This is an optimization exercise on Yosys and OpenROAD, whose aim is small area, not a production implementation. In this exercise RTL edits were held to simulation tests only and were not proved equivalent to the original. No activity file was given, so power comes from the tool's default toggle rates.

== job 8748 ==
## armreduced
module armreduced(
	input clk,
	input reset,
	output[31:0] pc,
	input[31:0] inst,
	input nIRQ,
	output [3:0] be,
	output[31:0] memaddr,
	output memwrite,
	output memread,
	output[31:0] writedata,
	input[31:0] readdata);
For scale: roughly 2,200 cells after synthesis, ~700 flip-flops, about 170 I/O pins, roughly 0.030 mm² of cells after synthesis.
clock: 10.0 ns
lec_check: 0
abc_area: 1
cap_margin: 20
core_margin: 2
core_utilization: 60
gpl_timing_driven: 0
slew_margin: 20
standard.sh (not shown) runs the stock make flow with config.mk's settings and CLKGATE_MAP_FILE= SYNTH_SCRIPT=/design/flow/synth_recipe.tcl, a recipe that flattens the netlist after the stock synthesis.
==> flow/flow/run.sh <==
#!/bin/bash
# Layout flow: the standard ORFS flow (standard.sh, standard synthesis
# script) with these changes:
#  - the instances of rfread and rfreadA (register-file read ports), rfwen
#    (register-file write enables), alu32 (ALU datapath) and shl (shifter)
#    are swapped for hand-mapped versions of
#    the same function (flow/*_cells.v) before synthesis; no register
#    changes;
#  - buf_1 port buffers;
#  - a clock tree of clkbuf_16 with large clusters, without dummy loads.
# Each tool's output goes to a log file in this folder.
set -euo pipefail
swap() {  # module, expected instance count
	local n
	n=$(grep -c "^[[:space:]]*$1 [a-z_]* (" design.v || true)
	if [[ "$n" != "$2" ]]; then echo "expected $2 $1 instances, found $n" >&2; exit 1; fi
	sed -i "s/^\([[:space:]]*\)$1 \([a-z_]*\) (/\1$1_cells \2 (/" design.v
	cat "flow/$1_cells.v" >> design.v
}
swap rfread 1
swap rfreadA 1
swap rfwen 1
swap alu32 1
swap shl 1
export BUFFER_PORTS_ARGS="-buffer_cell sky130_fd_sc_hd__buf_1"
export CTS_ARGS="-sink_clustering_enable -repair_clock_nets -dont_use_dummy_load -buf_list {sky130_fd_sc_hd__clkbuf_16} -sink_clustering_size 24 -sink_clustering_max_diameter 70"
bash standard.sh > standard.log 2>&1
Other scripts of this flow, unchanged in this note and not shown: flow/flow/alu32_cells.v, flow/flow/rfreadA_cells.v, flow/flow/rfread_cells.v, flow/flow/rfwen_cells.v, flow/flow/shl_cells.v
Modified inputs, job 4868 compared to job 8748
- ABC_AREA removed (was 1)
-- flow/flow/run.sh --
<<< job 8748, line 25
export BUFFER_PORTS_ARGS="-buffer_cell sky130_fd_sc_hd__buf_1"
export CTS_ARGS="-sink_clustering_enable -repair_clock_nets -dont_use_dummy_load -buf_list {sky130_fd_sc_hd__clkbuf_16} -sink_clustering_size 24 -sink_clustering_max_diameter 70"
bash standard.sh > standard.log 2>&1
>>> job 4868, line 25
export BUFFER_PORTS_ARGS="-buffer_cell sky130_fd_sc_hd__buf_1"
export CTS_ARGS="-sink_clustering_enable -repair_clock_nets -dont_use_dummy_load -buf_list {sky130_fd_sc_hd__clkbuf_16} -sink_clustering_size 32 -sink_clustering_max_diameter 80"
bash standard.sh > standard.log 2>&1
## What came out
- No stage failed in job 4868, and the final checks on the layout all came back clean.
- Clock slew seen by the registers of the worst setup and hold paths: job 8748 vs job 4868, no meaningful difference
- Via count: job 4868 lower than job 8748
- Largest voltage drop on the vdd net delta (job 4868 − job 8748): unfavourable
- Job 4868 vs job 8748 — routed wire length on met3 rose 230 µm.
diff inputs: job 4868 => job 2754
- an added ABC_AREA of 1
- a change of CORE_UTILIZATION from 60 to 70
Results
As far as final max-slew violation count goes, job 2754 and job 4868 are indistinguishable; the numbers are identical. Higher sequential cell area share among job 2754 and job 4868: job 2754. Re number of buffers inserted to repair setup after CTS: no difference whatsoever between job 2754 and job 4868. When job 2754 is measured against job 4868, its total power of the final layout turns out about 1.3% higher. Final design instance area without fill for job 2754 is lower than for job 4868. Delta(fraction of power spent switching nets, job 2754 - job 4868) > 0. The power attributed to sequential cells of job 2754 exceeds that of job 4868 by about 3%. Delta(synthesized cell count, job 2754 - job 4868) > 0. Number of ordinary inverters in the final layout for job 2754 is higher than for job 4868. From job 4868 to job 2754 the numbers moved as follows: non-clock buffer count down about 1.3%; summed instance area of the synthesized netlist has decreased.
Here is what was changed in the inputs of job 1494 compared with job 2754.
- CORE_UTILIZATION changed from 70 to 60
## What came out
- Re clock insertion delay at the later pin of the skew report: job 1494 is 0.05 ns down on job 2754.
- Summary of job 1494 over job 2754: clock-buffer cell count now sits higher; data arrival time of the worst path now sits lower; final area now sits higher.
- Going from job 2754 to job 1494, sequential fraction of design power decreased 0.8 points; power increased about 1.2%; core region area increased 0.0071 mm²; setup slack of the most critical reg-to-reg path now sits higher.
- Delta (job 1494 minus job 2754): area growth from synthesis to layout went up, final worst slack went up.


== main ==
Another version of the RTL of armreduced (not shown whole).
Size in the first run: roughly 700 flip-flops, roughly 170 I/O pins, roughly 31000 sq um of cells after synthesis.
export LEC_CHECK = 0
export CAP_MARGIN = 20
export CORE_MARGIN = 2
export CORE_UTILIZATION = 55
export GPL_TIMING_DRIVEN = 0
export SLEW_MARGIN = 20
create_clock -name core_clock -period 10.0 [get_ports {clk}]
==> flow/flow/run.sh <==
#!/bin/bash
# Layout flow: the standard ORFS flow (standard.sh, standard synthesis
# script) with these changes:
#  - the instances of rfread and rfreadA (register-file read ports), rfwen
#    (register-file write enables), alu32 (ALU datapath) and shl (shifter)
#    are swapped for hand-mapped versions of
#    the same function (flow/*_cells.v) before synthesis; no register
#    changes;
#  - buf_1 port buffers;
#  - a clock tree of clkbuf_4/clkbuf_8 without dummy loads.
# Each tool's output goes to a log file in this folder.
set -euo pipefail
swap() {  # module, expected instance count
	local n
	n=$(grep -c "^[[:space:]]*$1 [a-z_]* (" design.v || true)
	if [[ "$n" != "$2" ]]; then echo "expected $2 $1 instances, found $n" >&2; exit 1; fi
	sed -i "s/^\([[:space:]]*\)$1 \([a-z_]*\) (/\1$1_cells \2 (/" design.v
	cat "flow/$1_cells.v" >> design.v
}
swap rfread 1
swap rfreadA 1
swap rfwen 1
swap alu32 1
swap shl 1
export BUFFER_PORTS_ARGS="-buffer_cell sky130_fd_sc_hd__buf_1"
export CTS_ARGS="-sink_clustering_enable -repair_clock_nets -dont_use_dummy_load -buf_list {sky130_fd_sc_hd__clkbuf_4 sky130_fd_sc_hd__clkbuf_8} -sink_clustering_size 16 -sink_clustering_max_diameter 50"
bash standard.sh > standard.log 2>&1
Other scripts of this flow, unchanged in this note and not shown: flow/flow/alu32_cells.v, flow/flow/rfreadA_cells.v, flow/flow/rfread_cells.v, flow/flow/rfwen_cells.v, flow/flow/shl_cells.v
> inputs changed (main -> the feature branch)
diff --git a/flow/flow/run.sh b/flow/flow/run.sh
--- a/flow/flow/run.sh
+++ b/flow/flow/run.sh
@@ -10 +10 @@
-#  - a clock tree of clkbuf_4/clkbuf_8 without dummy loads.
+#  - a clock tree of clkbuf_16 with large clusters, without dummy loads.
@@ -26 +26 @@
-export CTS_ARGS="-sink_clustering_enable -repair_clock_nets -dont_use_dummy_load -buf_list {sky130_fd_sc_hd__clkbuf_4 sky130_fd_sc_hd__clkbuf_8} -sink_clustering_size 16 -sink_clustering_max_diameter 50"
+export CTS_ARGS="-sink_clustering_enable -repair_clock_nets -dont_use_dummy_load -buf_list {sky130_fd_sc_hd__clkbuf_16} -sink_clustering_size 32 -sink_clustering_max_diameter 80"
### Flow results
Comparing main and the feature branch, sequential cell area share is lower on main.
Diff main -> the feature branch | clock-buffer cell count | decrease of 36
The feature branch ended up with a higher worst setup slack after layout than main did.
main -> the feature branch: post-layout instance area flat
Summary — largest incremental delay on the critical path, the feature branch relative to main: lower, by 0.04 ns.

[re-timing with driven ports]
The results above use ideal ports. As a check the final layouts listed here were re-extracted and re-timed, cells and wires unchanged.
Step 1: set_driving_cell puts a clkbuf_16 on clk and a buf_2 on each other input, an assumption about the parent block.
Step 2 times the ports against the registers' clock, not the clock port: input delays grow and output delays shrink by t, the midpoint of the rising clock arrivals with the driver on.
Slacks: ideal ports / drivers / drivers and shift; pairs: ideal ports / drivers.
run | t, ns | setup WS [ns] | latest minus earliest clock arrival (ns) | worst slew at a driven data input, ns
job 8748 | 0.630 | 2.607 / 2.607 / 2.086 | 0.090 / 0.090 | 0.09
job 4868 | 0.638 | 2.256 / 2.282 / 1.644 | 0.085 / 0.084 | 0.07
job 2754 | 0.677 | 2.559 / 2.559 / 2.241 | 0.080 / 0.080 | 0.06
job 1494 | 0.625 | 2.627 / 2.627 / 2.067 | 0.091 / 0.091 | 0.09
main | 0.693 | 2.448 / 2.485 / 1.793 | 0.097 / 0.097 | 0.07
the feature branch | 0.639 | 2.486 / 2.530 / 1.891 | 0.071 / 0.071 | 0.07
After both steps every run listed still meets setup and hold. For main, which loses most, drivers alone change the setup slack by +0.037 ns; drivers and shift together by -0.655 ns.
